What follows belongs to an exercise in optimizing a design on an open flow for small area, a short achievable clock period and few clock cycles per item; a production flow would make more cautious choices.
Only simulation tests tie the RTL to the original design; equivalence was not proved.
No activity file was given, so power comes from the tool's default toggle rates.

==> flow/design.v <==
module controller(u, v);
  input [7:0] u;
  wire [7:0] u;
  output [15:0] v;
  wire [15:0] v;
  wire n0;
  wire n1;
  wire n10;
  wire n100;
  wire n101;
  wire n102;
  wire n103;
  wire n104;
  wire n105;
  wire n106;
  wire n107;
  wire n108;
  wire n109;
  wire n11;
  wire n110;
  wire n111;
  wire n112;
  wire n113;
  wire n114;
  wire n115;
  wire n116;
  wire n117;
  wire n118;
  wire n119;
  wire n12;
  wire n120;
  wire n121;
  wire n122;
  wire n123;
  wire n124;
  wire n125;
  wire n126;
  wire n127;
  wire n128;
  wire n129;
  wire n13;
  wire n130;
  wire n131;
  wire n132;
  wire n133;
  wire n134;
  wire n135;
  wire n136;
  wire n137;
  wire n138;
  wire n139;
  wire n14;
  wire n140;
  wire n141;
  wire n142;
  wire n143;
  wire n144;
  wire n145;
  wire n146;
  wire n147;
  wire n148;
  wire n149;
  wire n15;
  wire n150;
  wire n151;
  wire n152;
  wire n153;
  wire n154;
  wire n155;
  wire n156;
  wire n157;
  wire n158;
  wire n159;
  wire n16;
  wire n160;
  wire n161;
  wire n162;
  wire n163;
  wire n164;
  wire n165;
  wire n166;
  wire n167;
  wire n168;
  wire n169;
  wire n17;
  wire n170;
  wire n171;
  wire n172;
  wire n173;
  wire n174;
  wire n175;
  wire n176;
  wire n177;
  wire n178;
  wire n179;
  wire n18;
  wire n180;
  wire n181;
  wire n182;
  wire n183;
  wire n184;
  wire n185;
  wire n186;
  wire n187;
  wire n188;
  wire n189;
  wire n19;
  wire n190;
  wire n191;
  wire n192;
  wire n193;
  wire n194;
  wire n195;
  wire n196;
  wire n197;
  wire n198;
  wire n199;
  wire n2;
  wire n20;
  wire n200;
  wire n201;
  wire n202;
  wire n203;
  wire n204;
  wire n205;
  wire n206;
  wire n207;
  wire n208;
  wire n209;
  wire n21;
  wire n210;
  wire n211;
  wire n212;
  wire n213;
  wire n214;
  wire n215;
  wire n216;
  wire n217;
  wire n218;
  wire n219;
  wire n22;
  wire n220;
  wire n221;
  wire n222;
  wire n223;
  wire n224;
  wire n225;
  wire n226;
  wire n227;
  wire n228;
  wire n229;
  wire n23;
  wire n230;
  wire n231;
  wire n232;
  wire n233;
  wire n234;
  wire n235;
  wire n236;
  wire n237;
  wire n238;
  wire n239;
  wire n24;
  wire n240;
  wire n241;
  wire n242;
  wire n243;
  wire n244;
  wire n245;
  wire n246;
  wire n247;
  wire n248;
  wire n249;
  wire n25;
  wire n250;
  wire n251;
  wire n252;
  wire n253;
  wire n254;
  wire n255;
  wire n256;
  wire n257;
  wire n258;
  wire n259;
  wire n26;
  wire n260;
  wire n261;
  wire n262;
  wire n263;
  wire n264;
  wire n265;
  wire n266;
  wire n267;
  wire n268;
  wire n269;
  wire n27;
  wire n270;
  wire n271;
  wire n272;
  wire n273;
  wire n274;
  wire n275;
  wire n276;
  wire n277;
  wire n278;
  wire n279;
  wire n28;
  wire n280;
  wire n281;
  wire n282;
  wire n283;
  wire n284;
  wire n285;
  wire n286;
  wire n287;
  wire n288;
  wire n289;
  wire n29;
  wire n290;
  wire n291;
  wire n292;
  wire n293;
  wire n294;
  wire n295;
  wire n296;
  wire n297;
  wire n298;
  wire n299;
  wire n3;
  wire n30;
  wire n300;
  wire n301;
  wire n302;
  wire n303;
  wire n304;
  wire n305;
  wire n306;
  wire n307;
  wire n308;
  wire n309;
  wire n31;
  wire n310;
  wire n311;
  wire n312;
  wire n313;
  wire n314;
  wire n315;
  wire n316;
  wire n317;
  wire n318;
  wire n319;
  wire n32;
  wire n320;
  wire n321;
  wire n322;
  wire n323;
  wire n324;
  wire n325;
  wire n326;
  wire n327;
  wire n328;
  wire n329;
  wire n33;
  wire n330;
  wire n331;
  wire n332;
  wire n333;
  wire n334;
  wire n335;
  wire n336;
  wire n337;
  wire n338;
  wire n339;
  wire n34;
  wire n340;
  wire n341;
  wire n342;
  wire n343;
  wire n344;
  wire n345;
  wire n346;
  wire n347;
  wire n348;
  wire n349;
  wire n35;
  wire n350;
  wire n351;
  wire n352;
  wire n353;
  wire n354;
  wire n355;
  wire n356;
  wire n357;
  wire n358;
  wire n359;
  wire n36;
  wire n360;
  wire n361;
  wire n362;
  wire n363;
  wire n364;
  wire n365;
  wire n366;
  wire n367;
  wire n368;
  wire n369;
  wire n37;
  wire n370;
  wire n371;
  wire n372;
  wire n373;
  wire n374;
  wire n375;
  wire n376;
  wire n377;
  wire n378;
  wire n379;
  wire n38;
  wire n380;
  wire n381;
  wire n382;
  wire n383;
  wire n384;
  wire n385;
  wire n386;
  wire n387;
  wire n388;
  wire n389;
  wire n39;
  wire n390;
  wire n391;
  wire n392;
  wire n393;
  wire n394;
  wire n395;
  wire n396;
  wire n397;
  wire n398;
  wire n399;
  wire n4;
  wire n40;
  wire n400;
  wire n401;
  wire n402;
  wire n403;
  wire n404;
  wire n405;
  wire n406;
  wire n407;
  wire n408;
  wire n409;
  wire n41;
  wire n410;
  wire n411;
  wire n412;
  wire n413;
  wire n414;
  wire n415;
  wire n416;
  wire n417;
  wire n418;
  wire n419;
  wire n42;
  wire n420;
  wire n421;
  wire n422;
  wire n423;
  wire n424;
  wire n425;
  wire n426;
  wire n427;
  wire n428;
  wire n429;
  wire n43;
  wire n430;
  wire n431;
  wire n432;
  wire n433;
  wire n434;
  wire n435;
  wire n436;
  wire n437;
  wire n438;
  wire n439;
  wire n44;
  wire n440;
  wire n441;
  wire n442;
  wire n443;
  wire n444;
  wire n445;
  wire n446;
  wire n447;
  wire n448;
  wire n449;
  wire n45;
  wire n450;
  wire n451;
  wire n452;
  wire n453;
  wire n454;
  wire n455;
  wire n456;
  wire n457;
  wire n458;
  wire n459;
  wire n46;
  wire n460;
  wire n461;
  wire n462;
  wire n463;
  wire n464;
  wire n465;
  wire n466;
  wire n467;
  wire n468;
  wire n469;
  wire n47;
  wire n470;
  wire n471;
  wire n472;
  wire n473;
  wire n474;
  wire n475;
  wire n476;
  wire n477;
  wire n478;
  wire n479;
  wire n48;
  wire n480;
  wire n481;
  wire n482;
  wire n483;
  wire n484;
  wire n485;
  wire n486;
  wire n487;
  wire n488;
  wire n489;
  wire n49;
  wire n490;
  wire n491;
  wire n492;
  wire n493;
  wire n494;
  wire n495;
  wire n496;
  wire n497;
  wire n498;
  wire n499;
  wire n5;
  wire n50;
  wire n500;
  wire n501;
  wire n502;
  wire n503;
  wire n504;
  wire n505;
  wire n506;
  wire n507;
  wire n508;
  wire n509;
  wire n51;
  wire n510;
  wire n511;
  wire n512;
  wire n513;
  wire n514;
  wire n515;
  wire n516;
  wire n517;
  wire n518;
  wire n519;
  wire n52;
  wire n520;
  wire n521;
  wire n522;
  wire n523;
  wire n524;
  wire n525;
  wire n526;
  wire n527;
  wire n528;
  wire n529;
  wire n53;
  wire n530;
  wire n54;
  wire n55;
  wire n56;
  wire n57;
  wire n58;
  wire n59;
  wire n6;
  wire n60;
  wire n61;
  wire n62;
  wire n63;
  wire n64;
  wire n65;
  wire n66;
  wire n67;
  wire n68;
  wire n69;
  wire n7;
  wire n70;
  wire n71;
  wire n72;
  wire n73;
  wire n74;
  wire n75;
  wire n76;
  wire n77;
  wire n78;
  wire n79;
  wire n8;
  wire n80;
  wire n81;
  wire n82;
  wire n83;
  wire n84;
  wire n85;
  wire n86;
  wire n87;
  wire n88;
  wire n89;
  wire n9;
  wire n90;
  wire n91;
  wire n92;
  wire n93;
  wire n94;
  wire n95;
  wire n96;
  wire n97;
  wire n98;
  wire n99;
  assign n49 = ~(n484 | n506);
  assign n48 = ~((n52 | n202) & n49);
  assign n47 = ~((n48 | n50) & (n53 | n55));
  assign n46 = u[1] ? n475 : n289;
  assign n45 = n289 | u[1];
  assign n44 = n292 & ~(n45);
  assign n43 = n506 & ~(n382);
  assign n42 = ~((n43 & n423) | (n44 & n393));
  assign n41 = ~((n46 | n352) & n42);
  assign n40 = n47 & ~(n41);
  assign v[4] = ~(n40 & n56);
  assign n39 = n44 | n210;
  assign n38 = ~((n225 & n341) | n39);
  assign n37 = n477 & ~(u[2]);
  assign n36 = n37 & n489;
  assign n35 = ~((n202 | n475) & n36);
  assign n34 = ~((n193 & n435) | n35);
  assign n33 = ~((n335 & u[0]) | n229);
  assign n32 = n462 | n475;
  assign n31 = ~((n32 | n33) & n249);
  assign n30 = n31 | n34;
  assign n29 = n355 & ~(n30);
  assign v[11] = ~((n38 | n399) & n29);
  assign n28 = u[1] & ~(n413);
  assign n27 = n53 | n312;
  assign n26 = ~((n28 & u[4]) | n27);
  assign n25 = ~n484;
  assign n24 = n257 & ~(n313);
  assign n23 = ~((n24 | n25) & n331);
  assign n22 = n26 & ~(n23);
  assign n21 = ~((n289 & n471) | n362);
  assign n20 = n353 & ~(n229);
  assign n19 = n491 | ~(n20);
  assign n18 = n19 | n21;
  assign n17 = ~(n69 & n378);
  assign n16 = n259 ? n504 : n17;
  assign n15 = n16 | n18;
  assign n14 = ~((n16 & n18) | n436);
  assign n13 = ~((n14 & n15) | (n22 & n304));
  assign n12 = u[3] ? n503 : n416;
  assign n11 = ~((n415 | n426) & n12);
  assign n10 = n475 ? n471 : n382;
  assign n9 = ~((n87 | n475) & n10);
  assign n8 = u[7] & ~(n340);
  assign n7 = ~((n8 & n451) | n326);
  assign n6 = ~((n433 | n450) & n7);
  assign n5 = ~((n9 & n11) | n6);
  assign n4 = ~((n452 | u[1]) & n5);
  assign v[10] = n4 | n13;
  assign n3 = ~(n450 & n502);
  assign n2 = ~((n3 & u[6]) | n494);
  assign n1 = ~n391;
  assign n0 = n228 | n399;
  assign n530 = ~((n307 & n1) | n0);
  assign n529 = n186 | n470;
  assign n528 = ~((n529 | n307) & n166);
  assign n527 = ~n377;
  assign n526 = u[7] & ~(n422);
  assign n525 = ~((n526 & n527) | (n116 & n500));
  assign n524 = ~((n391 | n494) & n456);
  assign n523 = ~((n524 & n266) | n151);
  assign n522 = ~((n525 | n1) & n523);
  assign n521 = n454 & ~(n376);
  assign n520 = ~((n123 & n207) | (n297 & n447));
  assign n519 = n521 | ~(n520);
  assign n518 = n474 & ~(n432);
  assign n517 = ~((n108 | n518) & n399);
  assign n516 = ~(n256 & n328);
  assign n515 = n517 & ~(n516);
  assign n514 = ~((n181 | n197) & n378);
  assign n513 = ~((n390 & n235) | n514);
  assign n512 = ~((n515 | n519) & n513);
  assign n511 = ~((n333 | n504) & u[1]);
  assign n510 = n511 | n519;
  assign n509 = ~((n510 & n512) | n142);
  assign n508 = ~((n285 | n289) & n509);
  assign n507 = ~((n522 & n528) | n508);
  assign v[7] = ~((n530 | n2) & n507);
  assign n506 = u[7] | u[6];
  assign n505 = u[6] | ~(u[2]);
  assign n504 = ~u[3];
  assign n503 = ~(u[5] & u[4]);
  assign n502 = n503 | n504;
  assign n501 = ~(n502 | n505);
  assign v[15] = n501 | n506;
  assign n500 = ~(u[4] | u[3]);
  assign n499 = u[5] & u[6];
  assign n498 = ~(n499 & n500);
  assign n497 = n498 | u[1];
  assign n496 = ~((n497 | u[2]) & u[5]);
  assign n495 = ~(u[2] & u[3]);
  assign n494 = ~n495;
  assign n493 = ~u[4];
  assign n492 = n506 | n493;
  assign n491 = n494 & ~(n492);
  assign n490 = ~(u[0] | u[1]);
  assign n489 = ~(n490 & n503);
  assign n488 = ~n489;
  assign n487 = n488 | ~(n491);
  assign n486 = ~n487;
  assign n485 = ~((n486 & n496) | u[7]);
  assign v[14] = ~((n491 | n496) & n485);
  assign n484 = u[5] & u[2];
  assign n483 = ~u[7];
  assign n482 = u[5] | u[2];
  assign n481 = n482 | n483;
  assign n480 = n481 & ~(n484);
  assign n479 = ~n490;
  assign n478 = ~(u[5] | u[2]);
  assign n477 = ~(u[4] & u[7]);
  assign n476 = n504 & ~(n477);
  assign n475 = ~u[6];
  assign n474 = u[4] | ~(u[3]);
  assign n473 = n475 & ~(n474);
  assign n472 = ~((n473 | n476) & n478);
  assign n471 = u[5] | ~(u[2]);
  assign n470 = n471 | u[3];
  assign n469 = n470 | n475;
  assign n468 = ~((n469 & n472) | n479);
  assign n467 = ~(u[4] | u[0]);
  assign n466 = u[4] & u[1];
  assign n465 = ~((n466 & u[3]) | n467);
  assign n464 = ~n465;
  assign n463 = u[7] & u[3];
  assign n462 = n482 & ~(n484);
  assign n461 = n463 & ~(n462);
  assign n460 = n470 & ~(u[6]);
  assign n459 = ~n460;
  assign n458 = ~((n459 | n461) & (n464 | n468));
  assign n457 = n458 & ~(n480);
  assign n456 = n471 | n504;
  assign n455 = u[5] | u[4];
  assign n454 = n455 ^ n475;
  assign n453 = n493 & ~(n454);
  assign n452 = n456 | ~(n453);
  assign n451 = u[3] | ~(u[1]);
  assign n450 = n451 | n493;
  assign n449 = ~((n450 | n506) & n452);
  assign n448 = ~n463;
  assign n447 = u[3] & ~(u[2]);
  assign n446 = ~n447;
  assign n445 = ~(u[4] | u[7]);
  assign n444 = n445 & ~(u[6]);
  assign n443 = ~n444;
  assign n442 = ~((n443 | n446) & (n448 | u[5]));
  assign n441 = u[1] & ~(u[0]);
  assign n440 = ~n441;
  assign n439 = n440 | n442;
  assign n438 = ~(n439 | n449);
  assign n437 = n438 & ~(n457);
  assign n436 = ~u[0];
  assign n435 = ~u[5];
  assign n434 = n506 | n435;
  assign n433 = n434 & ~(n476);
  assign n432 = u[5] | ~(u[6]);
  assign n431 = u[4] & ~(n432);
  assign n430 = n433 & ~(n431);
  assign n429 = n463 & ~(n482);
  assign n428 = n430 & ~(n429);
  assign n427 = n428 | u[1];
  assign n426 = ~n467;
  assign n425 = n442 & ~(n426);
  assign n424 = ~n466;
  assign n423 = u[5] & ~(u[4]);
  assign n422 = ~(u[2] | u[3]);
  assign n421 = ~((n422 | u[6]) & n423);
  assign n420 = ~((n424 | u[0]) & n421);
  assign n419 = n420 | n425;
  assign n418 = n419 | ~(n458);
  assign n417 = ~((n427 | n436) & n418);
  assign n416 = u[1] | ~(u[4]);
  assign n415 = u[3] | ~(u[5]);
  assign n414 = n415 | n416;
  assign n413 = u[2] | ~(u[6]);
  assign n412 = ~((n415 & n416) | n413);
  assign n411 = ~((n412 & n414) | n436);
  assign n410 = u[5] & ~(u[6]);
  assign n409 = ~(u[5] | u[7]);
  assign n408 = n409 | n410;
  assign n407 = u[2] & ~(u[5]);
  assign n406 = ~(u[6] | u[1]);
  assign n405 = u[3] & ~(u[7]);
  assign n404 = ~((n405 | n406) & n407);
  assign n403 = ~((n408 | n450) & n404);
  assign n402 = n411 & ~(n403);
  assign n401 = n471 | n506;
  assign n400 = n401 | ~(n402);
  assign n399 = ~u[2];
  assign n398 = ~(n500 & n399);
  assign n397 = ~((n398 | n432) & n400);
  assign n396 = u[3] | u[1];
  assign n395 = n483 & ~(n396);
  assign n394 = u[2] ? u[5] : u[4];
  assign n393 = ~(u[6] | u[2]);
  assign n392 = n463 | ~(n393);
  assign n391 = ~(u[5] & u[1]);
  assign n390 = u[4] & u[0];
  assign n389 = n390 & n391;
  assign n388 = ~((n389 & n392) | (n394 & n395));
  assign n387 = n506 & ~(n399);
  assign n386 = n387 & ~(n406);
  assign n385 = u[0] & ~(u[3]);
  assign n384 = ~(u[4] & u[2]);
  assign n383 = n384 & ~(n385);
  assign n382 = u[2] | u[1];
  assign n381 = ~(u[5] & u[7]);
  assign n380 = n381 | ~(n382);
  assign n379 = ~((n380 | n383) & (n386 | n388));
  assign n378 = ~u[1];
  assign n377 = n378 & ~(n455);
  assign n376 = u[2] | ~(u[0]);
  assign n375 = n376 & ~(n432);
  assign n374 = ~n432;
  assign n373 = ~((n376 | n374) & n448);
  assign n372 = ~((n373 | n375) & n377);
  assign n371 = ~((n416 | u[7]) & n503);
  assign n370 = u[1] | ~(u[5]);
  assign n369 = u[4] & ~(u[5]);
  assign n368 = ~((n369 & n396) | (n370 & n447));
  assign n367 = n368 | u[6];
  assign n366 = n371 & ~(n367);
  assign n365 = n366 | ~(n372);
  assign n364 = ~(n365 | n379);
  assign n363 = n364 & ~(n397);
  assign v[3] = ~((n417 | n437) & n363);
  assign n362 = ~n500;
  assign n361 = n475 & ~(n471);
  assign n360 = ~n361;
  assign n359 = ~((n360 | n362) & (n497 | u[2]));
  assign n358 = ~n381;
  assign n357 = n463 & ~(n493);
  assign n356 = n357 | n358;
  assign n355 = ~(n356 | n359);
  assign n354 = n355 | n382;
  assign n353 = u[6] | ~(u[5]);
  assign n352 = n490 | n495;
  assign n351 = n495 & n499;
  assign n350 = ~((n351 | n493) & (n352 | n353));
  assign n349 = n471 & ~(n390);
  assign n348 = ~(u[6] | u[0]);
  assign n347 = ~(u[3] & u[1]);
  assign n346 = n347 | n348;
  assign n345 = ~(n346 | n349);
  assign n344 = n345 | u[7];
  assign n343 = n344 | n350;
  assign n342 = n354 & ~(n343);
  assign n341 = n342 | n486;
  assign v[13] = ~n341;
  assign n340 = u[4] | u[2];
  assign n339 = n384 & n340;
  assign n338 = ~(u[6] & u[3]);
  assign n337 = n436 & ~(n338);
  assign n336 = ~((n337 & n339) | n468);
  assign n335 = ~n451;
  assign n334 = n482 | n493;
  assign n333 = n334 | n506;
  assign n332 = n378 ? n475 : n506;
  assign n331 = n332 | n455;
  assign n330 = ~((n331 | n495) & (n333 | n335));
  assign n329 = u[2] | ~(u[5]);
  assign n328 = n329 | n474;
  assign n327 = ~(u[6] & u[1]);
  assign n326 = ~((n327 | n328) & n381);
  assign n325 = n451 | u[2];
  assign n324 = ~((n325 | n432) & (n326 | n328));
  assign n323 = n324 | n330;
  assign n322 = n336 & ~(n323);
  assign n321 = ~((n347 | n355) & n322);
  assign n320 = u[0] & u[1];
  assign n319 = ~((n320 | n432) & n353);
  assign n318 = ~(u[4] & u[3]);
  assign n317 = n319 & ~(n318);
  assign n316 = n506 | ~(n500);
  assign n315 = ~((n398 | u[0]) & n316);
  assign n314 = ~((n315 | n317) & n479);
  assign n313 = ~(u[4] | u[1]);
  assign n312 = n313 & n410;
  assign n311 = u[7] & u[1];
  assign n310 = ~((n311 & u[4]) | n312);
  assign n309 = ~((n310 & n314) | n393);
  assign n308 = n309 | n397;
  assign n307 = n308 | n321;
  assign n306 = n320 & ~(u[2]);
  assign n305 = ~((n306 | u[4]) & n358);
  assign n304 = n436 & ~(n366);
  assign n303 = n495 & ~(n422);
  assign n302 = n435 & ~(n313);
  assign n301 = n410 | n445;
  assign n300 = n301 | n302;
  assign n299 = ~((n300 | n303) & n497);
  assign n298 = ~n503;
  assign n297 = u[7] & ~(n455);
  assign n296 = ~((n297 | n298) & n504);
  assign n295 = ~(n296 | n299);
  assign n294 = n295 | ~(n304);
  assign n293 = u[3] | ~(u[4]);
  assign n292 = ~(n293 & n474);
  assign n291 = ~((n292 & n306) | (u[2] & n436));
  assign n290 = n506 & ~(n291);
  assign n289 = u[5] | u[7];
  assign n288 = n289 | u[0];
  assign n287 = ~(n288 | n505);
  assign n286 = n287 | n299;
  assign n285 = ~((n286 | n290) & n294);
  assign n284 = ~(n285 & n305);
  assign v[8] = n284 | n307;
  assign n283 = ~n396;
  assign n282 = ~n330;
  assign n281 = ~n405;
  assign n280 = ~((n413 & n505) | n424);
  assign n279 = ~((n280 | n377) & n281);
  assign n278 = ~((n279 & n382) | n503);
  assign n277 = ~((n370 | n506) & n279);
  assign n276 = ~((n277 | n278) & u[0]);
  assign n275 = ~n316;
  assign n274 = n435 & ~(n416);
  assign n273 = ~((n374 & n445) | n358);
  assign n272 = n274 | ~(n273);
  assign n271 = n381 & n447;
  assign n270 = n436 & ~(n271);
  assign n269 = ~((n270 & n272) | n275);
  assign n268 = ~((n269 & n276) | (n282 & n283));
  assign n267 = ~(n359 & n436);
  assign n266 = u[4] & u[6];
  assign n265 = n266 | n297;
  assign n264 = n311 | n467;
  assign n263 = ~((u[4] & n483) | n264);
  assign n262 = ~((n263 | n265) & (n274 | u[2]));
  assign n261 = n466 & ~(n432);
  assign n260 = ~(n381 & u[0]);
  assign n259 = n260 | n261;
  assign n258 = ~((n409 & n500) | n259);
  assign n257 = n474 | u[6];
  assign n256 = n257 | u[7];
  assign n255 = ~((n256 & n258) | (n262 & n267));
  assign n254 = ~n393;
  assign n253 = n347 | u[5];
  assign n252 = n391 | n445;
  assign n251 = ~n408;
  assign n250 = n447 & ~(n345);
  assign n249 = ~((n320 | n251) & n250);
  assign n248 = ~((n249 & n254) | (n252 & n253));
  assign n247 = ~n476;
  assign n246 = n444 & ~(n329);
  assign n245 = n477 & ~(n246);
  assign n244 = n265 & ~(n462);
  assign n243 = n245 & ~(n244);
  assign n242 = ~((n243 | n396) & (n258 | n247));
  assign n241 = n242 | n248;
  assign n240 = n241 | n255;
  assign v[2] = n240 | n268;
  assign n239 = n498 & ~(n461);
  assign n238 = ~((n360 | n362) & n239);
  assign n237 = ~(n238 | n324);
  assign n236 = ~((n237 & n285) | n440);
  assign n235 = ~n470;
  assign n234 = ~((n271 | u[2]) & (n434 | u[3]));
  assign n233 = n415 & ~(n444);
  assign n232 = ~((n313 | n483) & n233);
  assign n231 = ~((n232 & n234) | (n235 & u[6]));
  assign n230 = ~((n231 & n427) | (n331 & n436));
  assign n229 = u[5] & ~(n293);
  assign n228 = n377 & ~(u[0]);
  assign n227 = n445 & ~(n495);
  assign n226 = ~((n490 | n435) & n227);
  assign n225 = ~((n226 | n228) & (n416 | n446));
  assign n224 = ~((n229 & n382) | n225);
  assign n223 = n345 | ~(n479);
  assign n222 = ~((n456 & n481) | n493);
  assign n221 = n302 | n413;
  assign n220 = ~((n424 & u[0]) | n221);
  assign n219 = ~(n352 | n421);
  assign n218 = ~((n361 & n395) | n219);
  assign n217 = n220 | ~(n218);
  assign n216 = ~((n222 & n223) | n217);
  assign n215 = ~((n224 | u[6]) & n216);
  assign n214 = n215 | n230;
  assign v[5] = n214 | n236;
  assign n213 = ~((n453 | n298) & n479);
  assign n212 = n223 | n350;
  assign n211 = ~n431;
  assign n210 = ~((n385 | n211) & (n251 | n489));
  assign n209 = n483 & ~(n210);
  assign n208 = ~((n209 & n212) | (n213 & n495));
  assign n207 = u[6] & ~(u[0]);
  assign n206 = ~((n207 | n450) & (n293 | n435));
  assign n205 = n206 | n278;
  assign n204 = n482 & ~(n393);
  assign n203 = ~((n205 | n208) & n204);
  assign n202 = ~n455;
  assign n201 = u[6] ? u[5] : u[7];
  assign n200 = ~((n201 | n446) & (n202 | n483));
  assign n199 = n354 & ~(n200);
  assign v[12] = ~(n199 & n203);
  assign n198 = ~n327;
  assign n197 = u[3] | ~(u[2]);
  assign n196 = ~n197;
  assign n195 = ~((n196 & n298) | (n317 & u[1]));
  assign n194 = ~((n195 | n198) & n436);
  assign n193 = n406 | n444;
  assign n192 = n292 & ~(n196);
  assign n191 = ~n357;
  assign n190 = n398 & n481;
  assign n189 = ~((n190 | n378) & (n191 | n399));
  assign n188 = ~((n192 & n193) | n189);
  assign n187 = n188 & ~(n194);
  assign n186 = ~n416;
  assign n185 = ~n474;
  assign n184 = ~((n370 | n506) & (n432 | n185));
  assign n183 = ~((n184 & n493) | (n186 & n447));
  assign n182 = ~((n183 & n402) | n187);
  assign n181 = u[4] | ~(u[7]);
  assign n180 = n181 & n328;
  assign n179 = n253 & ~(n283);
  assign n178 = ~((n179 | n436) & n506);
  assign n177 = n267 & ~(n178);
  assign n176 = u[1] & ~(u[2]);
  assign n175 = n176 | ~(n404);
  assign n174 = n504 & ~(n289);
  assign n173 = n398 & ~(n186);
  assign n172 = ~((n313 & n399) | (n441 & n474));
  assign n171 = ~((n172 | n432) & (n173 | n381));
  assign n170 = ~((n174 & n175) | n171);
  assign n169 = ~((n177 | n180) & n170);
  assign v[1] = n169 | n182;
  assign n168 = n455 & ~(n483);
  assign n167 = n168 & ~(n325);
  assign n166 = n436 & ~(n167);
  assign n165 = ~n462;
  assign n164 = u[2] & u[1];
  assign n163 = n473 & ~(n164);
  assign n162 = ~((n360 | n424) & (n407 | n477));
  assign n161 = ~((n163 & n165) | n162);
  assign n160 = n494 ? n445 : n358;
  assign n159 = n164 | n493;
  assign n158 = n159 | ~(n351);
  assign n157 = ~(n158 & n333);
  assign n156 = ~((n160 & n378) | n157);
  assign n155 = ~((n340 & n451) | (u[5] & n399));
  assign n154 = n316 & ~(n455);
  assign n153 = n155 | ~(n154);
  assign n152 = ~((n327 | n474) & u[0]);
  assign n151 = n152 | n501;
  assign n150 = n153 & ~(n151);
  assign n149 = ~((n150 & n156) | (n161 & n166));
  assign n148 = ~(n265 & n235);
  assign n147 = n378 & ~(n357);
  assign n146 = ~((n432 | n446) & n147);
  assign n145 = ~(n146 | n287);
  assign n144 = n462 | n483;
  assign n143 = ~n144;
  assign n142 = u[5] & ~(n245);
  assign n141 = ~((n142 | n143) & u[0]);
  assign n140 = n393 | ~(n381);
  assign n139 = n288 & n434;
  assign n138 = ~((n140 | n462) & n139);
  assign n137 = u[5] & ~(n303);
  assign n136 = ~((n422 | u[5]) & n207);
  assign n135 = u[1] & ~(n476);
  assign n134 = n135 & ~(n491);
  assign n133 = ~((n136 | n137) & n134);
  assign n132 = ~((n138 & n500) | n133);
  assign n131 = ~((n132 & n141) | (n145 & n148));
  assign v[6] = n131 | n149;
  assign n130 = v[8] & ~(n436);
  assign n129 = n455 ? n483 : n201;
  assign n128 = ~(n495 & u[1]);
  assign n127 = n128 | n229;
  assign n126 = n127 | n129;
  assign n125 = u[3] ? n503 : n434;
  assign n124 = n125 | n176;
  assign n123 = n423 & ~(n399);
  assign n122 = ~((n123 | n361) & n395);
  assign n121 = n436 & ~(n261);
  assign n120 = ~((n293 | n482) & n121);
  assign n119 = n122 & ~(n120);
  assign n118 = n443 & ~(n266);
  assign n117 = ~((n118 | u[1]) & n338);
  assign n116 = n378 ? u[6] : n413;
  assign n115 = n116 | ~(n229);
  assign n114 = n115 & ~(n152);
  assign n113 = ~((n332 | n368) & n114);
  assign n112 = ~((n117 & n484) | n113);
  assign n111 = ~((n112 & n354) | (n119 & n124));
  assign n110 = n451 | ~(n432);
  assign n109 = ~n382;
  assign n108 = n409 & ~(n293);
  assign n107 = n108 | n473;
  assign n106 = n320 | ~(n495);
  assign n105 = ~((n106 & n297) | (n107 & n109));
  assign n104 = ~((n110 | n144) & n105);
  assign n103 = ~((n366 & u[2]) | n104);
  assign n102 = n103 & ~(n111);
  assign v[0] = ~((n126 | n130) & n102);
  assign n101 = ~n348;
  assign n100 = n423 | ~(n347);
  assign n99 = ~((n100 & n341) | n101);
  assign n98 = ~n334;
  assign n97 = ~((n123 & u[1]) | n98);
  assign n96 = ~((n198 & n185) | n275);
  assign n95 = ~((n96 | u[5]) & (n254 | n503));
  assign n94 = n411 & ~(n95);
  assign n93 = ~((n97 | n281) & n94);
  assign n92 = n462 & ~(n424);
  assign n91 = ~(n207 & n470);
  assign n90 = n91 | n155;
  assign n89 = ~((n90 | n92) & (n93 | n449));
  assign n88 = ~((n479 | n399) & n483);
  assign n87 = ~n164;
  assign n86 = ~((n435 & u[0]) | n87);
  assign n85 = u[4] ? u[7] : u[3];
  assign n84 = ~((n85 | n86) & n334);
  assign n83 = n88 & ~(n84);
  assign n82 = ~n423;
  assign n81 = ~((n196 & n82) | (n98 & n348));
  assign n80 = ~((n339 | n408) & n81);
  assign n79 = ~((n289 | n475) & n378);
  assign n78 = ~((n303 & n436) | n79);
  assign n77 = ~((n78 & n80) | (n83 & n372));
  assign v[9] = ~((n89 | n99) & n77);
  assign n76 = ~((n430 & n480) | n451);
  assign n75 = u[6] & ~(u[1]);
  assign n74 = ~((n75 & n462) | n447);
  assign n73 = ~(n327 | n423);
  assign n72 = n271 & ~(n73);
  assign n71 = ~n506;
  assign n70 = n399 ? n500 : n423;
  assign n69 = ~(n506 & u[3]);
  assign n68 = ~((n69 | n384) & u[0]);
  assign n67 = ~((n70 & n71) | n68);
  assign n66 = ~((n72 | n74) & n67);
  assign n65 = ~((n358 | n283) & n347);
  assign n64 = ~((n283 & n408) | n65);
  assign n63 = n382 | n475;
  assign n62 = n327 | n478;
  assign n61 = n338 & ~(n429);
  assign n60 = ~((n61 & n62) | (n63 & u[4]));
  assign n59 = n60 | n64;
  assign n58 = n59 | n330;
  assign n57 = n58 | n278;
  assign n56 = ~((n57 | n194) & (n66 | n76));
  assign n55 = n495 & ~(n506);
  assign n54 = n432 | n490;
  assign n53 = ~(n54 | n293);
  assign n52 = u[0] | ~(u[2]);
  assign n51 = ~((n52 & n500) | n423);
  assign n50 = u[1] & ~(n51);
endmodule
module cordic_engine
#(
    parameter IO_BW=32
)
(
    clk,
    rst_n,
    phase,
    mode,
    pop,
    valid_in,
    valid_out,
    result
);
input   clk;
input   rst_n;
input   valid_in;
input   [IO_BW-1:0] phase;
input   [2:0] mode;
output  [IO_BW-1:0] result;
output reg valid_out;
output reg pop;
wire [9:0] p = phase[9:0];
wire dbl = (mode == 3'd2) | (mode == 3'd3) | (mode == 3'd4);    
wire zer = (mode > 3'd4);
function gt;
    input [9:0] a;
    input [9:0] k;
    integer i;
    begin
        gt = 1'b0;
        for (i = 0; i < 10; i = i + 1)
            gt = k[i] ? (a[i] & gt) : (a[i] | gt);
    end
endfunction
wire g1 = gt(p, 10'd90),  g2 = gt(p, 10'd180), g3 = gt(p, 10'd270), g4 = gt(p, 10'd360);
wire g5 = gt(p, 10'd450), g6 = gt(p, 10'd540), g7 = gt(p, 10'd630);
wire [2:0] r = {g4, (g2 & ~g4) | g6, (g1 & ~g2) | (g3 & ~g4) | (g5 & ~g6) | g7};
wire [7:0] pp = zer ? 8'd0 : dbl ? {p[6:0], 1'b0} : p[7:0];
reg       v1;
reg [7:0] pp1;
reg [2:0] r1, m1;
always @(posedge clk) begin
    if (!rst_n) begin
        v1  <= 1'b0;
        pop <= 1'b1;
    end else begin
        v1  <= valid_in;
        pop <= 1'b0;
    end
    pp1 <= pp;
    r1  <= r;
    m1  <= mode;
end
wire [5:0] la = {m1, r1};
wire [9:0] lut;
assign lut[0] = (~la[5] & ~la[4] & la[3] & ~la[1]) |
    (~la[5] & la[4] & ~la[0]) |
    (la[5] & ~la[4] & ~la[3] & la[0]) |
    (~la[5] & ~la[4] & ~la[3] & la[1]);
assign lut[1] = 1'b0;
assign lut[2] = (~la[5] & la[3]) |
    (~la[5] & la[4]);
assign lut[3] = (~la[5] & ~la[4] & ~la[2] & la[1]) |
    (~la[5] & ~la[4] & la[2] & ~la[1]) |
    (~la[5] & la[4] & ~la[1] & la[0]) |
    (~la[5] & la[4] & la[1] & ~la[0]) |
    (la[5] & ~la[4] & ~la[3] & ~la[1] & la[0]) |
    (la[5] & ~la[4] & ~la[3] & la[1] & ~la[0]);
assign lut[4] = (~la[5] & ~la[4] & ~la[3] & la[2]) |
    (~la[5] & ~la[4] & la[3] & ~la[1]) |
    (~la[5] & la[4] & ~la[2] & ~la[0]) |
    (~la[5] & la[4] & la[2] & la[0]) |
    (la[5] & ~la[4] & ~la[3] & ~la[2] & la[1]) |
    (~la[4] & ~la[3] & la[2] & ~la[1]);
assign lut[5] = (~la[5] & ~la[4] & ~la[3] & ~la[2] & la[1]) |
    (~la[5] & ~la[4] & la[3] & ~la[2] & ~la[1]) |
    (~la[5] & ~la[4] & la[3] & la[2] & la[1]) |
    (~la[5] & la[4] & ~la[2] & ~la[1] & ~la[0]) |
    (~la[5] & la[4] & la[2] & ~la[1] & la[0]) |
    (~la[5] & la[4] & la[2] & la[1] & ~la[0]) |
    (~la[5] & la[4] & ~la[2] & la[1] & la[0]) |
    (la[5] & ~la[4] & ~la[3] & ~la[1] & la[0]) |
    (la[5] & ~la[4] & ~la[3] & la[2] & ~la[1]) |
    (la[5] & ~la[4] & ~la[3] & la[2] & la[0]);
assign lut[6] = (~la[5] & ~la[4] & la[1]) |
    (~la[5] & la[4] & ~la[1] & la[0]) |
    (~la[5] & la[2] & la[1] & ~la[0]) |
    (la[5] & ~la[4] & ~la[3] & ~la[2] & la[0]) |
    (~la[4] & ~la[3] & la[2] & la[1] & ~la[0]) |
    (~la[5] & ~la[2] & la[1] & la[0]);
assign lut[7] = (~la[5] & ~la[4] & ~la[3] & la[2]) |
    (~la[5] & ~la[4] & la[3] & ~la[2] & ~la[1]) |
    (~la[5] & ~la[4] & la[2] & la[1]) |
    (~la[5] & la[4] & ~la[1] & ~la[0]) |
    (~la[5] & la[4] & ~la[2] & la[1] & la[0]) |
    (la[5] & ~la[4] & ~la[3] & la[1]) |
    (~la[5] & la[2] & la[1] & ~la[0]);
assign lut[8] = (~la[5] & ~la[4] & la[3] & ~la[1]) |
    (~la[5] & la[4] & ~la[0]) |
    (la[5] & ~la[4] & ~la[3] & la[0]) |
    (~la[5] & ~la[4] & ~la[3] & la[1]);
assign lut[9] = (~la[5] & ~la[4] & la[3] & ~la[2] & la[1]) |
    (~la[5] & ~la[4] & la[2] & ~la[1]) |
    (~la[5] & la[4] & ~la[3] & ~la[1] & ~la[0]) |
    (~la[5] & la[4] & ~la[3] & la[1] & la[0]) |
    (~la[5] & la[4] & la[3] & ~la[1] & la[0]) |
    (~la[5] & la[4] & la[3] & la[1] & ~la[0]) |
    (la[5] & ~la[4] & ~la[3] & la[1]) |
    (~la[5] & ~la[4] & ~la[3] & la[2]);
wire [7:0] u = (pp1 ^ {8{lut[8]}}) + lut[7:0];
reg       v2, inv2, sh2, m23_2, isx2;
reg [7:0] u2;
always @(posedge clk) begin
    if (!rst_n) v2 <= 1'b0;
    else        v2 <= v1;
    u2    <= u;
    inv2  <= lut[9] & ~((m1 == 3'd4) & (r1 == 3'd3) & (pp1 == 8'd208));
    sh2   <= (m1 == 3'd2) | (m1 == 3'd3) | (m1 == 3'd4);
    m23_2 <= (m1 == 3'd2) | (m1 == 3'd3);
    isx2  <= (m1 == 3'd1) | (m1 == 3'd2) | (m1 == 3'd3);
end
wire [15:0] t;
controller controller (.u(u2), .v(t));
wire sp = isx2 & (u2 == 8'd90);
reg        v3, inv3, sh3, m23_3;
reg [15:0] t3;
always @(posedge clk) begin
    if (!rst_n) v3 <= 1'b0;
    else        v3 <= v2;
    t3    <= {t[15:3], sp ? 3'b100 : t[2:0]};
    inv3  <= inv2;
    sh3   <= sh2;
    m23_3 <= m23_2;
end
reg  [14:0] r_lo;
reg         r15, rs;
always @(posedge clk) begin
    if (!rst_n) valid_out <= 1'b0;
    else        valid_out <= v3;
    r_lo <= (sh3 ? t3[15:1] : t3[14:0]) ^ {15{inv3}};
    r15  <= sh3 ? (m23_3 ^ inv3) : (t3[15] ^ inv3);
    rs   <= ~m23_3 & inv3;
end
assign result = {{16{rs}}, r15, r_lo};
endmodule
==> flow/run.sh <==
#!/bin/bash
# synth_recipe.tcl (not shown) runs the flow's synth.tcl, then flattens the netlist and writes it again
# the make line also repeats each setting of config.mk as NAME=value (left out here)
make -C /OpenROAD-flow-scripts/flow DESIGN_CONFIG=/design/flow/config.mk WORK_HOME=/design/flow/orfs CLKGATE_MAP_FILE= SYNTH_SCRIPT=/design/flow/synth_recipe.tcl finish
==> flow/config.mk <==
export PLATFORM = sky130hd
export DESIGN_NAME = cordic_engine
export DESIGN_NICKNAME = cordic_engine
export VERILOG_FILES = /design/flow/design.v
export SDC_FILE = /design/flow/constraint.sdc
export NUM_CORES = 4
export LEC_CHECK = 0
export ABC_AREA = 1
export CAP_MARGIN = 20
export CORE_MARGIN = 2
export CORE_UTILIZATION = 40
export PLACE_DENSITY = 0.6
export SETUP_SLACK_MARGIN = 3.9
export SLEW_MARGIN = 20
==> flow/constraint.sdc <==
create_clock -name core_clock -period 6.0 [get_ports {clk}]
set_input_delay 1.2000 -clock core_clock [delete_from_list [all_inputs] [get_ports {clk}]]
set_output_delay 1.2000 -clock core_clock [all_outputs]
set_load 0.01 [all_outputs]
==> impl_metrics.env, run 1 <==
export IMPL_min_period_ns=2.26
export IMPL_fp_coreArea_um2=13800
export IMPL_avgSynthCellArea_um2=6.37
export IMPL_worstSetupPathType="reg -> out"
export IMPL_hp_start="sh2"
export IMPL_setup_violations=0
export IMPL_fin_crit_sh_pct=37.7
export IMPL_io_buffers=49
export IMPL_diodes=0
export IMPL_relSlewSlack_pct=44.6
export IMPL_leakage_nw=3.57
export IMPL_synth_main_ff_cell="dfxtp_1"
export IMPL_vias=7077
export IMPL_drive_gt1_share_pct=29.0
export IMPL_cp_end_kind="primary output"
export IMPL_synthCells=883
export IMPL_dp_cells=1069
export IMPL_cp_data_required_time_ns=4.80
export IMPL_clock_sinks=67
export IMPL_r2r_start="m1[2]"
export IMPL_place_area_um2=6060
export IMPL_start_util_pct=40.6
export IMPL_cp_common_cell="buf_6"
export IMPL_die_y_um=123
export IMPL_yosys_register_bits=67
export IMPL_dpl_hpwl_mm=16.9
export IMPL_final_area_um2=7760
export IMPL_max_freq_ghz=0.442
export IMPL_routedWlPerCell_um=21.5
export IMPL_cp_arrival_ns=1.06
export IMPL_clock_latency_ns=0.33
export IMPL_fin_worst_skew_ns=0.0102
export IMPL_grt_usage_pct=32.3
export IMPL_wl_mm=25.1
export IMPL_yosys_warnings=1
export IMPL_antenna_found_initial=0
export IMPL_ctsHoldBuffers=0
export IMPL_cts_root_buffer="clkbuf_16"
export IMPL_ant_nets=0
export IMPL_final_nets=1044
export IMPL_tns_ns=0
export IMPL_finalHoldViolCount=0
export IMPL_htree_levels=3
export IMPL_rows=43
export IMPL_syn_to_final_growth_pct=38.0
export IMPL_drtPass1Iterations=9
export IMPL_drc=0
export IMPL_cp_startpoint="rs"
export IMPL_dieWidth_um=123
export IMPL_cts_path_max_buffers=2
export IMPL_synth_enable_flop_cells=0
export IMPL_yosysUniqueCellTypes=52
export IMPL_grt_pass1_vias=6304
export IMPL_numCtsBuffers=9
export IMPL_outcome="timing/DRC/antenna clean"
export IMPL_grt_pass1_wl_mm=35.8
export IMPL_cap_violations=0
export IMPL_final_common_cell="nand2_1"
export IMPL_gp_congestion=1.06
export IMPL_finalNonFillerCells=1165
export IMPL_final_cell_mix="nand2_1 (193), o21ai_0 (72), inv_1 (69)"
export IMPL_io_pins=72
export IMPL_ir_drop_mv=0.403
export IMPL_syn_nets=946
export IMPL_rsz0062_at_grt="yes"
export IMPL_crit_fanout=8
export IMPL_cp_start_kind="register"
export IMPL_pwr_density_cell_nw_per_um2=591
export IMPL_viasPerCell=6.07
export IMPL_path_clk_slew_ns=0.06
export IMPL_tritoncts="done"
export IMPL_ys_seq_area_share_pct=23.9
export IMPL_grt_max_degree=31
export IMPL_overflow=0
export IMPL_slew_viol_final=0
export IMPL_slowest_stage="dfxtp_4"
export IMPL_drt_initial_drc_count=1269
export IMPL_max_stage_delay_ns=0.36
export IMPL_crit_chain="buf_8 -> buf_6 -> buf_6"
export IMPL_syn_area_um2=5620
export IMPL_worstMarginPinSlew_ns=0.823
export IMPL_total_power_mw=4.59
export IMPL_async_flop_share_pct=0
export IMPL_dieArea_um2=15000
export IMPL_min_path_type="reg -> reg"
kinds of logic (layout without fill, tap and decap cells):
family          Yosys count  count (layout)  synth area share (%)
buf+inv                 151             252                  12.9
simple gates            397             398                  31.0
mux                       2               2                 0.356
flops                    67              67                  23.9
fa+ha+maj                25              25                  5.57
compound gates          212             212                  21.6
xor+xnor                 29              29                  4.65
what timing repair did:
item                                    4_1_cts  5_1_grt
setup buffers                                41       37
gates resized for setup                     213      144
pin swaps                                    20       45
endpoints found under the setup margin       63       56
gates cloned                                  2        1
synth_stat cells, types with 15 or more instances:
master	n	area (um^2)
o21ai_0	83	415
nand3_1	39	195
inv_2	15	56.3
a21oi_1	68	340
nand4_1	16	100
nor2_1	77	289
inv_1	83	312
dfxtp_1	67	1340
nand2_1	215	807
nor3_1	15	75.1
buf_4	24	180
xor2_1	23	201
ha_1	25	313
where the power goes:
group	total, mW	internal (mW)	switching (mW)
clock	0.504	0.317	0.186
sequential	0.698	0.612	0.0866
combinational	3.38	1.21	2.17
final timing paths:
path	to	slack, ns	cells past startpoint
max	result[17]	3.74	3
min	sh3	0.33	0
max reg2reg	u2[6]	3.80	13
min reg2reg	sh3	0.33	0
layer usage:
metal | GRT usage, % | up-vias | wire length, um
met5 | 0 | - | 33
met3 | 15.7 | 185 | 4040
met4 | 18.8 | 2 | 1920
li1 | - | 3139 | -
met2 | 44.4 | 632 | 9770
met1 | 40.6 | 3119 | 9310
per-stage QoR:
| stage | setup slack, ns | hold WS [ns] | util, % |
|---|---|---|---|
| final | 3.74 | 0.325 | 56.1 |
| after global routing | 3.68 | 0.344 | 56.1 |
| after CTS | 3.72 | 0.325 | 50.9 |
| after detailed placement | 3.03 | 0.312 | 43.8 |
| after global placement | 2.85 | 0.312 | 43.8 |
| after floorplan | 3.88 | 0.310 | - |
worst max-delay path: cells and delay by family (launching register included):
kind	cells	cell delay [ns]
buffers and inverters	3	0.36
flip-flops	1	0.36
sequential cells by signal, indices dropped and copies added (netlist names):
signal and cells:
pop 1, isx2 1, sh2 1, v3 1, v1 1, v2 1, m1 3, pp1 8
t3 16, r_lo 15, valid_out 1, m23_2 1, inv2 1, inv3 1, u2 8, rs 1
r1 3, r15 1, m23_3 1, sh3 1
cell type report:
type | count | area (um^2)
repair buffers | 135 | 1310
clock buffers | 10 | 229
inverters | 102 | 453
well taps | 180 | 225
fillers | 1302 | 6070
flip-flops and latches | 67 | 1380
multi-input cells | 666 | 4110
clock inverters | 5 | 55.1
Testbench counts, summed over its fixed seeds: cycles 16,032, items 16,000.
==> run 2, diff against run 1 <==
--- a/flow/design.v
+++ b/flow/design.v
@@ -1123,7 +1123,8 @@
 wire [7:0] pp = zer ? 8'd0 : dbl ? {p[6:0], 1'b0} : p[7:0];
 reg       v1;
 reg [7:0] pp1;
-reg [2:0] r1, m1;
+reg [2:0] r1;
+reg       c0, c1, c2, c3, c4;    
 always @(posedge clk) begin
     if (!rst_n) begin
         v1  <= 1'b0;
@@ -1134,64 +1135,49 @@
     end
     pp1 <= pp;
     r1  <= r;
-    m1  <= mode;
+    c0  <= (mode == 3'd0);
+    c1  <= (mode == 3'd1);
+    c2  <= (mode == 3'd2);
+    c3  <= (mode == 3'd3);
+    c4  <= (mode == 3'd4);
 end
-wire [5:0] la = {m1, r1};
 wire [9:0] lut;
-assign lut[0] = (~la[5] & ~la[4] & la[3] & ~la[1]) |
-    (~la[5] & la[4] & ~la[0]) |
-    (la[5] & ~la[4] & ~la[3] & la[0]) |
-    (~la[5] & ~la[4] & ~la[3] & la[1]);
+assign lut[0] = (c0 & ((r1[1]))) |
+    (c1 & ((~r1[1]))) |
+    ((c2 | c3) & ((~r1[0]))) |
+    (c4 & ((r1[0])));
 assign lut[1] = 1'b0;
-assign lut[2] = (~la[5] & la[3]) |
-    (~la[5] & la[4]);
-assign lut[3] = (~la[5] & ~la[4] & ~la[2] & la[1]) |
-    (~la[5] & ~la[4] & la[2] & ~la[1]) |
-    (~la[5] & la[4] & ~la[1] & la[0]) |
-    (~la[5] & la[4] & la[1] & ~la[0]) |
-    (la[5] & ~la[4] & ~la[3] & ~la[1] & la[0]) |
-    (la[5] & ~la[4] & ~la[3] & la[1] & ~la[0]);
-assign lut[4] = (~la[5] & ~la[4] & ~la[3] & la[2]) |
-    (~la[5] & ~la[4] & la[3] & ~la[1]) |
-    (~la[5] & la[4] & ~la[2] & ~la[0]) |
-    (~la[5] & la[4] & la[2] & la[0]) |
-    (la[5] & ~la[4] & ~la[3] & ~la[2] & la[1]) |
-    (~la[4] & ~la[3] & la[2] & ~la[1]);
-assign lut[5] = (~la[5] & ~la[4] & ~la[3] & ~la[2] & la[1]) |
-    (~la[5] & ~la[4] & la[3] & ~la[2] & ~la[1]) |
-    (~la[5] & ~la[4] & la[3] & la[2] & la[1]) |
-    (~la[5] & la[4] & ~la[2] & ~la[1] & ~la[0]) |
-    (~la[5] & la[4] & la[2] & ~la[1] & la[0]) |
-    (~la[5] & la[4] & la[2] & la[1] & ~la[0]) |
-    (~la[5] & la[4] & ~la[2] & la[1] & la[0]) |
-    (la[5] & ~la[4] & ~la[3] & ~la[1] & la[0]) |
-    (la[5] & ~la[4] & ~la[3] & la[2] & ~la[1]) |
-    (la[5] & ~la[4] & ~la[3] & la[2] & la[0]);
-assign lut[6] = (~la[5] & ~la[4] & la[1]) |
-    (~la[5] & la[4] & ~la[1] & la[0]) |
-    (~la[5] & la[2] & la[1] & ~la[0]) |
-    (la[5] & ~la[4] & ~la[3] & ~la[2] & la[0]) |
-    (~la[4] & ~la[3] & la[2] & la[1] & ~la[0]) |
-    (~la[5] & ~la[2] & la[1] & la[0]);
-assign lut[7] = (~la[5] & ~la[4] & ~la[3] & la[2]) |
-    (~la[5] & ~la[4] & la[3] & ~la[2] & ~la[1]) |
-    (~la[5] & ~la[4] & la[2] & la[1]) |
-    (~la[5] & la[4] & ~la[1] & ~la[0]) |
-    (~la[5] & la[4] & ~la[2] & la[1] & la[0]) |
-    (la[5] & ~la[4] & ~la[3] & la[1]) |
-    (~la[5] & la[2] & la[1] & ~la[0]);
-assign lut[8] = (~la[5] & ~la[4] & la[3] & ~la[1]) |
-    (~la[5] & la[4] & ~la[0]) |
-    (la[5] & ~la[4] & ~la[3] & la[0]) |
-    (~la[5] & ~la[4] & ~la[3] & la[1]);
-assign lut[9] = (~la[5] & ~la[4] & la[3] & ~la[2] & la[1]) |
-    (~la[5] & ~la[4] & la[2] & ~la[1]) |
-    (~la[5] & la[4] & ~la[3] & ~la[1] & ~la[0]) |
-    (~la[5] & la[4] & ~la[3] & la[1] & la[0]) |
-    (~la[5] & la[4] & la[3] & ~la[1] & la[0]) |
-    (~la[5] & la[4] & la[3] & la[1] & ~la[0]) |
-    (la[5] & ~la[4] & ~la[3] & la[1]) |
-    (~la[5] & ~la[4] & ~la[3] & la[2]);
+assign lut[2] = c1 |
+    (c2 | c3);
+assign lut[3] = (c0 & ((~r1[2] & r1[1]) | (r1[2] & ~r1[1]))) |
+    (c1 & ((~r1[2] & r1[1]) | (r1[2] & ~r1[1]))) |
+    ((c2 | c3) & ((~r1[1] & r1[0]) | (r1[1] & ~r1[0]))) |
+    (c4 & ((~r1[1] & r1[0]) | (r1[1] & ~r1[0])));
+assign lut[4] = (c0 & ((r1[2]))) |
+    (c1 & ((~r1[1]))) |
+    ((c2 | c3) & ((~r1[2] & ~r1[0]) | (r1[2] & r1[0]))) |
+    (c4 & ((~r1[2] & r1[1]) | (r1[2] & ~r1[1])));
+assign lut[5] = (c0 & ((~r1[2] & r1[1]))) |
+    (c1 & ((~r1[2] & ~r1[1]) | (r1[2] & r1[1]))) |
+    ((c2 | c3) & ((~r1[2] & ~r1[1] & ~r1[0]) | (~r1[2] & r1[1] & r1[0]) | (r1[2] & ~r1[1] & r1[0]) | (r1[2] & r1[1] & ~r1[0]))) |
+    (c4 & ((~r1[1] & r1[0]) | (r1[2] & ~r1[1]) | (r1[2] & r1[0])));
+assign lut[6] = (c0 & ((r1[1]))) |
+    (c1 & ((r1[1]))) |
+    ((c2 | c3) & ((~r1[2] & r1[0]) | (~r1[1] & r1[0]) | (r1[2] & r1[1] & ~r1[0]))) |
+    (c4 & ((~r1[2] & r1[0]) | (r1[2] & r1[1] & ~r1[0])));
+assign lut[7] = (c0 & ((r1[2]))) |
+    (c1 & ((~r1[2] & ~r1[1]) | (r1[2] & r1[1]))) |
+    ((c2 | c3) & ((~r1[1] & ~r1[0]) | (~r1[2] & r1[1] & r1[0]) | (r1[2] & ~r1[0]))) |
+    (c4 & ((r1[1])));
+assign lut[8] = (c0 & ((r1[1]))) |
+    (c1 & ((~r1[1]))) |
+    ((c2 | c3) & ((~r1[0]))) |
+    (c4 & ((r1[0])));
+assign lut[9] = (c0 & ((r1[2]))) |
+    (c1 & ((~r1[2] & r1[1]) | (r1[2] & ~r1[1]))) |
+    (c2 & ((~r1[1] & ~r1[0]) | (r1[1] & r1[0]))) |
+    (c3 & ((~r1[1] & r1[0]) | (r1[1] & ~r1[0]))) |
+    (c4 & ((r1[1])));
 wire [7:0] u = (pp1 ^ {8{lut[8]}}) + lut[7:0];
 reg       v2, inv2, sh2, m23_2, isx2;
 reg [7:0] u2;
@@ -1199,10 +1185,10 @@
     if (!rst_n) v2 <= 1'b0;
     else        v2 <= v1;
     u2    <= u;
-    inv2  <= lut[9] & ~((m1 == 3'd4) & (r1 == 3'd3) & (pp1 == 8'd208));
-    sh2   <= (m1 == 3'd2) | (m1 == 3'd3) | (m1 == 3'd4);
-    m23_2 <= (m1 == 3'd2) | (m1 == 3'd3);
-    isx2  <= (m1 == 3'd1) | (m1 == 3'd2) | (m1 == 3'd3);
+    inv2  <= lut[9] & ~(c4 & (r1 == 3'd3) & (pp1 == 8'd208));
+    sh2   <= c2 | c3 | c4;
+    m23_2 <= c2 | c3;
+    isx2  <= c1 | c2 | c3;
 end
 wire [15:0] t;
 controller controller (.u(u2), .v(t));
--- a/flow/config.mk
+++ b/flow/config.mk
@@ -10,5 +10,5 @@
 export CORE_MARGIN = 2
 export CORE_UTILIZATION = 40
 export PLACE_DENSITY = 0.6
-export SETUP_SLACK_MARGIN = 3.9
+export SETUP_SLACK_MARGIN = 3.6
 export SLEW_MARGIN = 20
==> run 2 against run 1 <==
Effect of this change:
- worst setup slack worse by 0.28 ns
- non-clock buffer count is 63 lower
- sequential cell count rose by 2
- combinational power is 8.6% lower
- critical endpoint is now t3[5]
- sequential share of layout area grew 2.6 points
- sequential power increased by 2%
- clock-buffer cell count stayed put
- clock power is 9.5% higher
- design area decreased by 11%
- highest routed layer unchanged
- global-route usage rose by 0.97 points
- still clean
- largest cell class unchanged
==> impl_metrics.env, run 2 <==
export IMPL_synth_enable_flop_cells=0
export IMPL_syn_nets=939
export IMPL_drtPass1Iterations=6
export IMPL_crit_fanout=27
export IMPL_synth_top_area_share_pct=24.3
export IMPL_vias=6519
export IMPL_worstMarginPinSlew_ns=0.832
export IMPL_dpl_hpwl_mm=18.4
export IMPL_tns_ns=0
export IMPL_top_register="t3"
export IMPL_min_path_type="reg -> reg"
export IMPL_ant_nets=0
export IMPL_worstSetupPathType="reg -> reg"
export IMPL_die_y_um=123
export IMPL_diodes=0
export IMPL_fin_worst_skew_ns=0.00703
export IMPL_synth_main_ff_cell="dfxtp_1"
export IMPL_power_frac_comb_pct=70.9
export IMPL_max_freq_ghz=0.394
export IMPL_final_common_cell="nand2_1"
export IMPL_cts_root_buffer="clkbuf_16"
export IMPL_grt_max_degree=31
export IMPL_yosys_register_bits=69
export IMPL_outcome="timing/DRC/antenna clean"
export IMPL_ctsHoldBuffers=0
export IMPL_drt_initial_drc_count=884
export IMPL_fin_hold_ws_ns=0.327
export IMPL_yosysTopAreaCell="dfxtp_1"
export IMPL_p_clk_share_pct=12.7
export IMPL_yosysMostFrequentCell="nand2_1"
export IMPL_relSlewSlack_pct=44.4
export IMPL_final_cell_mix="nand2_1 (182), inv_1 (88), o21ai_0 (80)"
export IMPL_largest_register_ffs=16
export IMPL_routedWlPerCell_um=23.2
export IMPL_cp_start_kind="register"
export IMPL_rows=43
export IMPL_wl_met3_mm=3.45
export IMPL_overflow=0
export IMPL_path_clk_slew_ns=0.06
export IMPL_antenna_found_initial=1
export IMPL_yosysUniqueCellTypes=55
export IMPL_ir_drop_mv=0.302
export IMPL_synthCells=867
export IMPL_yosys_warnings=1
export IMPL_min_period_ns=2.54
export IMPL_avgSynthCellArea_um2=6.55
export IMPL_htree_levels=3
export IMPL_io_pins=72
export IMPL_clock_latency_ns=0.33
export IMPL_wl_met2_mm=9.85
export IMPL_dieArea_um2=15200
export IMPL_cp_end_kind="register"
export IMPL_ys_seq_area_share_pct=24.3
export IMPL_setup_violations=0
export IMPL_cp_data_required_time_ns=6.10
export IMPL_start_util_pct=40.9
export IMPL_top_layer_used="met5"
export IMPL_grt_pass1_wl_mm=36.7
export IMPL_async_flop_share_pct=0
export IMPL_leakage_nw=3.27
export IMPL_dieWidth_um=123
export IMPL_intPower_mw=1.96
export IMPL_synthTopCellsByArea="dfxtp_1 (24%), nand2_1 (12%), ha_1 (7.3%)"
export IMPL_synth_common_cells="nand2_1 (184), inv_1 (93), o21ai_0 (82)"
export IMPL_place_area_um2=6120
export IMPL_finalNonFillerCells=1086
export IMPL_finish_utilization_pct=49.5
export IMPL_drc=0
export IMPL_finalHoldViolCount=0
export IMPL_rsz0062_at_grt="yes"
export IMPL_clock_sinks=69
export IMPL_slew_viol_final=0
export IMPL_numCtsBuffers=9
export IMPL_gp_congestion=1.09
export IMPL_final_nets=973
export IMPL_syn_area_um2=5680
export IMPL_cap_violations=0
export IMPL_fp_coreArea_um2=13900
export IMPL_cp_arrival_ns=2.64
export IMPL_cts_path_max_buffers=2
export IMPL_switching_power_mw=2.40
export IMPL_fin_crit_sh_pct=42.3
export IMPL_tritoncts="done"
export IMPL_top_regs="t3 (16), r_lo (15)"
export IMPL_grt_pass1_vias=5985
export IMPL_syn_to_final_growth_pct=21.1
export IMPL_pwr_share_seq_pct=16.4
export IMPL_final_area_um2=6870
export IMPL_viasPerCell=6.00
export IMPL_pwr_density_cell_nw_per_um2=634
export IMPL_io_buffers=49
export IMPL_drive_gt1_share_pct=12.6
export IMPL_m1WireLength_mm=10.3
export IMPL_wl_mm=25.2
export IMPL_dp_cells=1055
export IMPL_switching_share_pct=55.1
export IMPL_grt_usage_pct=33.3
run 2: cell count changes after synthesis, sizes merged, moves of 5 or more:
cell / before / now
nor2: 89 / 84
nand3: 40 / 35
xor2: 23 / 28
nand4: 16 / 21
nand2: 229 / 193
ha: 25 / 33
run 2: final cells by class:
type	instances	area, um^2
Fill cell	1457	7010
Multi-Input combinational cell	644	3720
Sequential cell	69	1400
Timing Repair Buffer	72	777
Inverter	105	433
Clock buffer	10	229
Tap cell	180	225
Clock inverter	6	87.6
run 2: worst paths after layout:
check / start / endpoint / slack, ns / depth (start not counted)
worst max-delay path: u2[0] / t3[5] / 3.46 / 9
worst min-delay path: inv2 / inv3 / 0.33 / 0
worst max register to register: u2[0] / t3[5] / 3.46 / 9
worst min register to register: inv2 / inv3 / 0.33 / 0
run 2: logic make-up (layout without fill, tap and decap cells):
family / count (synthesis) / in the layout / synth area share [%]
AOI/OAI and AO/OA: 220 / 220 / 22.4
xor gates and xnor gates: 30 / 30 / 4.76
adders and majority gates: 34 / 34 / 7.63
buffers and inverters: 154 / 193 / 12.9
DFF: 69 / 69 / 24.3
muxes: 2 / 2 / 0.353
and+or+nand+nor: 358 / 358 / 27.6
run 2: worst max-delay path: stages (launching register included):
cell,delay (ns)
dfxtp_1,0.30
buf_4,0.25
nor2_2,0.38
clkinvlp_4,0.27
nor2_1,0.18
nor2_1,0.06
a21oi_1,0.34
o21ai_0,0.16
nand2_1,0.08
o2111ai_1,0.28
run 2: metrics by stage:
stage                     power [mW]  setup slack [ns]
after floorplan                 2.37              3.73
after global placement          3.41              2.90
after detailed placement        3.32              3.04
after CTS                       4.02              3.55
after global routing            4.53              3.50
final                           4.35              3.46
run 2: routing by layer:
| metal | vias to the layer above | GRT usage [%] |
|---|---|---|
| met3 | 139 | 13.4 |
| met4 | 2 | 16.0 |
| met2 | 496 | 46.2 |
| li1 | 2968 | - |
| met5 | - | 0 |
| met1 | 2914 | 44.6 |
run 2: timing repair:
action | 4_1_cts | 5_1_grt
endpoints found under the setup margin | 34 | 33
buffers inserted | 2 | 11
pin swaps | 1 | 4
gates cloned | 1 | 1
resized for setup | 61 | 43
run 2: power by group through the flow:
stage	logic, mW	clock network (mW)	registers [mW]
after detailed placement	2.62	0	0.704
final	3.09	0.552	0.715
after CTS	2.75	0.565	0.705
after global placement	2.71	0	0.702
after floorplan	1.66	0	0.717
after global routing	3.21	0.584	0.733
Testbench counts of run 2, summed over its fixed seeds: cycles 16,032, items 16,000.
==> run 3, diff against run 2 <==
--- a/flow/config.mk
+++ b/flow/config.mk
@@ -10,5 +10,5 @@
 export CORE_MARGIN = 2
 export CORE_UTILIZATION = 40
 export PLACE_DENSITY = 0.6
-export SETUP_SLACK_MARGIN = 3.6
+export SETUP_SLACK_MARGIN = 4.1
 export SLEW_MARGIN = 20
==> run 3 against run 2 <==
Effect of this change:
- still clean
- clock-buffer cell count up 1
- synthesized area unchanged
- die area unchanged
- critical path depth rose by 2
- non-clock buffer count up 112
- final cell count up 10%
- core utilization is 13 points higher
- synthesized cell count did not move
- total power grew 30%
- first-iteration DRC count rose by 22%
- via count up 14%
- hold slack worse by 0.0062 ns
- critical endpoint is now t3[0]
- largest power group unchanged
==> impl_metrics.env, run 3 <==
export IMPL_synth_top_area_share_pct=24.3
export IMPL_leakage_nw=3.96
export IMPL_io_buffers=49
export IMPL_max_freq_ghz=0.461
export IMPL_r2r_worst_path_cells=11
export IMPL_slew_viol_final=0
export IMPL_numCtsBuffers=9
export IMPL_worstSetupPathType="reg -> reg"
export IMPL_synth_common_cells="nand2_1 (184), inv_1 (93), o21ai_0 (82)"
export IMPL_path_clk_slew_ns=0.06
export IMPL_clock_latency_ns=0.34
export IMPL_ant_nets=0
export IMPL_place_area_um2=6170
export IMPL_dieArea_um2=15200
export IMPL_final_cell_mix="nand2_1 (153), buf_4 (103), inv_1 (69)"
export IMPL_dp_cells=1053
export IMPL_yosysMostFrequentCell="nand2_1"
export IMPL_syn_area_um2=5680
export IMPL_slowest_stage="dfxtp_4"
export IMPL_antenna_found_initial=0
export IMPL_avgSynthCellArea_um2=6.55
export IMPL_rsz0062_at_grt="yes"
export IMPL_yosys_register_bits=69
export IMPL_finalWorstSetupSlack_ns=3.83
export IMPL_total_power_mw=5.67
export IMPL_tns_ns=0
export IMPL_worstMarginPinSlew_ns=0.824
export IMPL_cp_startpoint="u2[3]"
export IMPL_fp_coreArea_um2=13900
export IMPL_reg2reg_to="t3[0]"
export IMPL_dpl_hpwl_mm=18.4
export IMPL_final_nets=1087
export IMPL_cp_arrival_ns=2.37
export IMPL_gp_congestion=1.11
export IMPL_ys_seq_area_share_pct=24.3
export IMPL_viasPerCell=6.21
export IMPL_cts_path_max_buffers=2
export IMPL_finalHoldViolCount=0
export IMPL_crit_buf_inv=3
export IMPL_fin_worst_skew_ns=0.00769
export IMPL_largest_register_ffs=16
export IMPL_synthTopCellsByArea="dfxtp_1 (24%), nand2_1 (12%), ha_1 (7.3%)"
export IMPL_drtPass1Iterations=6
export IMPL_syn_nets=939
export IMPL_outcome="timing/DRC/antenna clean"
export IMPL_yosys_warnings=1
export IMPL_synth_enable_flop_cells=0
export IMPL_drt_initial_drc_count=1078
export IMPL_relSlewSlack_pct=45.0
export IMPL_holdPathEnd="sh3"
export IMPL_cp_data_required_time_ns=6.20
export IMPL_routedWlPerCell_um=23.9
export IMPL_finalNonFillerCells=1200
export IMPL_cp_end_kind="register"
export IMPL_synthCells=867
export IMPL_crit_fanout=6
export IMPL_die_y_um=123
export IMPL_cap_violations=0
export IMPL_grt_usage_pct=37.1
export IMPL_top_regs="t3 (16), r_lo (15)"
export IMPL_htree_levels=3
export IMPL_final_area_um2=8640
export IMPL_diodes=0
export IMPL_grt_pass1_vias=6659
export IMPL_min_period_ns=2.17
export IMPL_finish_utilization_pct=62.2
export IMPL_min_path_type="reg -> reg"
export IMPL_syn_to_final_growth_pct=52.2
export IMPL_top_register="t3"
export IMPL_grt_max_degree=31
export IMPL_r2r_slack_ns=3.83
export IMPL_vias=7447
export IMPL_max_stage_delay_ns=0.47
export IMPL_overflow=0
export IMPL_io_pins=72
export IMPL_cp_start_kind="register"
export IMPL_rows=43
export IMPL_hp_start="sh2"
export IMPL_clock_sinks=69
export IMPL_final_common_cell="nand2_1"
export IMPL_nFillCells=1251
export IMPL_synth_main_ff_cell="dfxtp_1"
export IMPL_yosysTopAreaCell="dfxtp_1"
export IMPL_wl_mm=28.7
export IMPL_drc=0
export IMPL_start_util_pct=40.9
export IMPL_critical_path_top_delay_family="simple AND/OR/NAND/NOR gates"
export IMPL_async_flop_share_pct=0
export IMPL_min_path_cells=0
export IMPL_drive_gt1_share_pct=40.4
export IMPL_fin_hold_ws_ns=0.321
export IMPL_crit_chain="inv_8 -> ha_4 -> inv_4 -> nor2_4 -> nand2_2 -> nand4_1 -> buf_4 -> nand2_4 -> nand4_1 -> a21oi_2 -> a21oi_2"
export IMPL_fin_crit_sh_pct=36.1
export IMPL_pwr_density_cell_nw_per_um2=657
export IMPL_grt_pass1_wl_mm=40.7
export IMPL_cts_root_buffer="clkbuf_16"
export IMPL_r2r_start="u2[3]"
export IMPL_yosysUniqueCellTypes=55
export IMPL_pre_cts_slack_ns=3.02
export IMPL_setup_violations=0
export IMPL_dieWidth_um=123
export IMPL_tritoncts="done"
export IMPL_ir_drop_mv=0.372
run 3: cell counts after synthesis:
No cell type changed its count.
run 3: power breakdown:
group | switching [mW] | internal [mW] | leakage, nW
sequential | 0.136 | 0.637 | 0.583
clock | 0.190 | 0.418 | 0.170
combinational | 2.61 | 1.68 | 3.20
total | 2.94 | 2.74 | 3.96
run 3: what timing repair did:
item	in CTS	in global routing
hold buffers	0	0
hold endpoints to repair	0	0
setup buffers	94	32
pin swaps	49	67
resized for setup	351	133
cloned	4	1
endpoints found under the setup margin	65	55
run 3: cell families (layout without fill, tap and decap cells):
kind of cell / count (synthesis) / after routing / synth area share, %
compound gates: 220 / 220 / 22.4
xor+xnor: 30 / 30 / 4.76
fa+ha+maj: 34 / 34 / 7.63
buf+inv: 154 / 305 / 12.9
flops: 69 / 69 / 24.3
mux: 2 / 2 / 0.353
simple gates: 358 / 360 / 27.6
run 3: worst register-to-register path: cells and delay by family (launching register included):
family          cells  cell delay (ns)
simple gates        5             0.63
flops               1             0.47
buf+inv             3             0.39
compound gates      2             0.35
fa+ha+maj           1             0.20
run 3: area by class of cell:
type,count,area [um^2],share of cell area [%]
Timing Repair Buffer,184,1720,19.9
Clock inverter,5,108,1.25
Sequential cell,69,1430,16.6
Clock buffer,11,243,2.81
Tap cell,180,225,2.61
Inverter,105,483,5.59
Multi-Input combinational cell,646,4430,51.3
run 3: per-layer routing:
metal / up-vias / routed length (um) / track usage (%)
met5: - / 0 / 0
met2: 649 / 11200 / 52.0
met4: 0 / 2530 / 24.1
li1: 3219 / - / -
met3: 232 / 4130 / 13.4
met1: 3347 / 10900 / 47.6
run 3: worst max-delay path by stage:
| stage | end | slack [ns] | depth (start not counted) |
|---|---|---|---|
| floorplan | u2[7] | 3.99 | 9 |
| global placement | t3[0] | 2.94 | 10 |
| detailed placement | t3[7] | 3.02 | 14 |
| CTS | result[29] | 3.83 | 2 |
| global route | u2[7] | 3.81 | 12 |
| finish | t3[0] | 3.83 | 11 |

[separate check: timing with driven ports]
Ports are ideal in the flow. The routed layouts listed here were re-timed in OpenROAD.
Step 1 assumes that a clkbuf_16 drives the clock port and a buf_2 every other input.
Step 2 also shifts input and output timing later by t, the mid clock arrival at the registers, as if the neighbouring blocks saw the same clock.
a / b / c = no drivers / after step 1 / after step 2; a / b = the first two.
run	t, ns	slack for setup (ns)
run 1	0.372	3.736 / 3.693 / 3.599
run 2	0.372	3.461 / 3.461 / 3.340
run 3	0.378	3.832 / 3.800 / 3.813
After both steps every run listed still meets setup and hold.
